From an optimization exercise on the open Yosys and OpenROAD flow, aimed at small area, a short achievable clock period and few clock cycles per item; shortcuts taken in it are not production practice. Function was checked by simulation only, so behaviour that the tests miss may differ from the original.

## job 184
==> flow/design.v (excerpt) <==
module friet_ae_32_bits(clk, arstn, din, din_valid, din_ready, dout, dout_valid, dout_ready);
input clk;
input arstn;
input [31:0] din;
input din_valid;
output din_ready;
output [31:0] dout;
output dout_valid;
input dout_ready;
parameter ROUNDS = 1;
localparam [4:0] RC_START = 5'b01111;
localparam [4:0] RC_LAST = (ROUNDS == 1)  ? 5'b11001 :
                           (ROUNDS == 2)  ? 5'b01100 :
                           (ROUNDS == 3)  ? 5'b10110 : 5'b01011;
localparam [4:0] RC_PEN  = (ROUNDS == 1)  ? 5'b01100 :
                           (ROUNDS == 2)  ? 5'b01011 :
                           (ROUNDS == 3)  ? 5'b01010 : 5'b01110;
reg [31:0] din_q;
reg vld_q;
reg din_ready_q;
reg [2:0] room;
wire take = din_valid & din_ready_q;
reg cq_noop;        
reg cq_clear;       
reg [4:0] cq_op;    
reg sq_zero;        
reg sq_gt16;        
reg sq_rnz;         
reg [3:0] sq_lastpos;
reg [2:1] sq_pmask;
reg [2:0] sq_blkn;
wire [3:0] din_low_m1 = din[3:0] - 4'd1;
wire din_gt16 = (din[31:5] != 27'd0) | (din[4] & (din[3:0] != 4'd0));
wire [1:0] din_nm1 = din_gt16 ? 2'd3 : din_low_m1[3:2];
always @(posedge clk) begin
    din_q <= din;
    cq_noop <= ~((din[7:0] >= 8'h01) & (din[7:0] <= 8'h05));
    cq_clear <= (din[7:0] == 8'h00);
    cq_op <= {din[2:0] == 3'd5, din[2:0] == 3'd4, din[2:0] == 3'd3, din[2:0] == 3'd2, din[2:0] == 3'd1};
    sq_zero <= (din == 32'd0);
    sq_gt16 <= din_gt16;
    sq_rnz <= ~din_gt16 & (din[1:0] != 2'b00);
    sq_lastpos <= {din_nm1 == 2'd3, din_nm1 == 2'd2, din_nm1 == 2'd1, din_nm1 == 2'd0};
    sq_pmask[1] <= (din[1:0] != 2'b01);
    sq_pmask[2] <= (din[1:0] == 2'b11);
    sq_blkn <= {1'b0, din_nm1} + 3'd1;
end
wire [1:0] inc;
wire data_grant;
wire size_grant;
wire [2:0] data_amt;
wire [2:0] room_inc = room + {1'b0, inc};
always @(posedge clk or negedge arstn) begin
    if (arstn == 1'b0) begin
        vld_q <= 1'b0;
        room <= 3'd2;
        din_ready_q <= 1'b1;
  ...
Size: roughly 4,400 cells after synthesis, ~610 flip-flops, ~70 I/O pins, ~0.034 mm^2 of cells after synthesis.
clock: 5.0 ns
lec_check: 0
abc_area: 1
cap_margin: 20
core_margin: 2
core_utilization: 55
place_density: 0.7
setup_slack_margin: 2.7
slew_margin: 20
run.sh (not shown) runs the stock make flow with config.mk's settings and CLKGATE_MAP_FILE= SYNTH_SCRIPT=/design/flow/synth_recipe.tcl, a recipe that flattens the netlist after the stock synthesis.
Testbench counts of job 184, summed over its fixed seeds: cycles 192,210, bytes 106,199.
[inputs] job 3167 vs job 184
Settings: changing PLACE_DENSITY from 0.7 to 0.65; changing CORE_UTILIZATION from 55 to 50; changing SETUP_SLACK_MARGIN from 2.7 to 2.8.
==> notes.md <==
- The final layout from job 3167, which completed every stage, passed the timing, DRC and antenna checks at the end of the flow.
- Diff job 184 -> job 3167: global-route wire length before repair +1.5%; met1 usage in global routing -2.6 points.
- Summary: fmax, job 3167 better than job 184
- Job 3167 vs job 184, beginning of the critical path: din_ready_q vs vld_q
The following lists how job 6716 was set up differently from job 3167:
Settings: a change of SETUP_SLACK_MARGIN from 2.8 to 2.9; a deleted ABC_AREA that had been 1; a deleted PLACE_DENSITY that had been 0.65; a change of CORE_UTILIZATION from 50 to 40.
[summary]
Job 6716 did not stop at any stage, and its layout met the timing, DRC and antenna checks.
Post-synthesis share of cell area spent on xor and xnor gates was lower in the run labelled job 3167.
Looking at path type of the worst setup path, the reg -> reg result is from job 6716; the reg -> out one comes from job 3167.
Job 6716 vs job 3167: area after synthesis up in job 6716
Diff job 3167 -> job 6716 | post-placement cell count | down slightly
Compared with job 3167, job 6716 shows a lower total global routing track utilization.
Cmp job 3167 and job 6716 / synthesized cell count / lower: job 6716
Relative to job 6716, the following input files were edited for job 9539:
Settings: ABC_AREA: unset -> 1.
==> comparison <==
In job 9539, the maximum frequency came out 6.0% above the value in job 6716.
A top metal layer carrying routed signals of met4 is what job 6716 shows, while met5 belongs to job 9539.
Every stage of the flow completed for job 9539, and the final layout passed the timing, DRC and antenna checks.
Between job 6716 and job 9539, the routed wire length does not differ in any meaningful way.
The total number of vias number comes out higher for job 9539 vs job 6716.
Re global-route usage: job 9539 and job 6716 aren't equal, and the higher value belongs to job 9539.
The following lists how job 8934 was set up differently from job 9539:
Settings: swapping 2.9 for 2.8 in SETUP_SLACK_MARGIN; putting PLACE_DENSITY at 0.7 where nothing was set; swapping 40 for 55 in CORE_UTILIZATION.
Results
- Diff job 9539 -> job 8934: number of instances resized during post-cts repair fell 116, full die area fell 27%, fraction of met1 tracks used by global routing rose 8.9 points, worst-skew pair later-pin latency about even.
- Amount of wire on met3 after detailed routing is higher on job 9539


== old ==
Starting RTL as in the previous note.
Design friet_ae_32_bits, start of the top module:
module friet_ae_32_bits(clk, arstn, din, din_valid, din_ready, dout, dout_valid, dout_ready);
==> flow/config.mk <==
export PLATFORM = sky130hd
export DESIGN_NAME = friet_ae_32_bits
export DESIGN_NICKNAME = friet_ae_32_bits
export VERILOG_FILES = /design/flow/design.v
export SDC_FILE = /design/flow/constraint.sdc
export NUM_CORES = 4
export LEC_CHECK = 0
export ABC_AREA = 1
export CAP_MARGIN = 20
export CORE_MARGIN = 2
export CORE_UTILIZATION = 55
export PLACE_DENSITY = 0.7
export SETUP_SLACK_MARGIN = 2.9
export SLEW_MARGIN = 20
==> flow/constraint.sdc <==
create_clock -name core_clock -period 5.0 [get_ports {clk}]
set_input_delay 1.0000 -clock core_clock [delete_from_list [all_inputs] [get_ports {clk}]]
set_output_delay 1.0000 -clock core_clock [all_outputs]
set_load 0.01 [all_outputs]
old was carried through to the last stage, and its layout satisfied the timing, DRC and antenna checks.
Testbench counts of old, summed over its fixed seeds: cycles 192,210, bytes 106,199.
Input changes introduced in new (baseline for comparison: old):
- CORE_UTILIZATION changed from 55 to 65
- PLACE_DENSITY changed from 0.7 to 0.8
==> comparison <==
Final instance count without filler cells was higher in old than in new.
Going from old to new, die outline area down 0.0097 mm^2, final worst-path cycle share grew by 0.31 points.


== v6 ==
friet_ae_32_bits again, from the RTL that the note above started with.
==> flow/config.mk <==
export PLATFORM = sky130hd
export DESIGN_NAME = friet_ae_32_bits
export DESIGN_NICKNAME = friet_ae_32_bits
export VERILOG_FILES = /design/flow/design.v
export SDC_FILE = /design/flow/constraint.sdc
export NUM_CORES = 4
export LEC_CHECK = 0
export ABC_AREA = 1
export CAP_MARGIN = 20
export CORE_MARGIN = 2
export CORE_UTILIZATION = 55
export PLACE_DENSITY = 0.7
export SETUP_SLACK_MARGIN = 2.85
export SLEW_MARGIN = 20
==> flow/constraint.sdc <==
create_clock -name core_clock -period 5.0 [get_ports {clk}]
set_input_delay 1.0000 -clock core_clock [delete_from_list [all_inputs] [get_ports {clk}]]
set_output_delay 1.0000 -clock core_clock [all_outputs]
set_load 0.01 [all_outputs]
Testbench counts of v6, summed over its fixed seeds: cycles 192,210, bytes 106,199.
Setup changes, v6 to v7
- SETUP_SLACK_MARGIN changed from 2.85 to 3.1
- CORE_UTILIZATION changed from 55 to 40
- PLACE_DENSITY removed (was 0.7)
[summary]
Setup slack after layout delta (v7 − v6): unfavourable. Of v7 and v6, the lower number of tap cells inserted belongs to v6. v6 fits on a die that is smaller than the die of v7. v6 → v7: initial antenna violation count went up 5, share of layout cells above drive strength 1 +13 points. Taking v6 as the reference, in v7 total global-route track usage decreased by 6.8 points relative to the old numbers. v6 → v7: wire length climbed 26000 um, wire length of the first global-routing pass climbed 11%.

[port drivers added, routing unchanged]
The results above use ideal ports. As a check the final layouts listed here were re-extracted and re-timed, cells and wires unchanged. Step 1 assumes that a clkbuf_16 drives the clock port and a buf_2 every other input. Step 2 moves the port delays by t, midway between the first and last clock arrival at a register: inputs arrive t later, outputs are due t later. That takes back most of the time a late clock gives input paths. Slacks: ideal ports / drivers / drivers and shift; pairs: ideal ports / drivers.
run	t, ns	setup slack, ns	cell pins on the clock port's net
job 184	0.695	2.619 / 2.619 / 2.097	1
job 3167	0.704	2.729 / 2.660 / 2.241	1
job 6716	0.691	2.606 / 2.606 / 2.027	1
job 9539	0.695	2.741 / 2.672 / 2.272	1
job 8934	0.685	2.745 / 2.677 / 2.219	1
old	0.700	2.724 / 2.658 / 2.323	1
new	0.697	2.709 / 2.644 / 2.304	1
v6	0.701	2.731 / 2.660 / 2.272	1
v7	0.718	2.713 / 2.643 / 2.307	1
After both steps every run listed still meets setup and hold. For job 6716, which loses most, drivers alone change the setup slack by 0.000 ns; drivers and shift together by -0.579 ns.
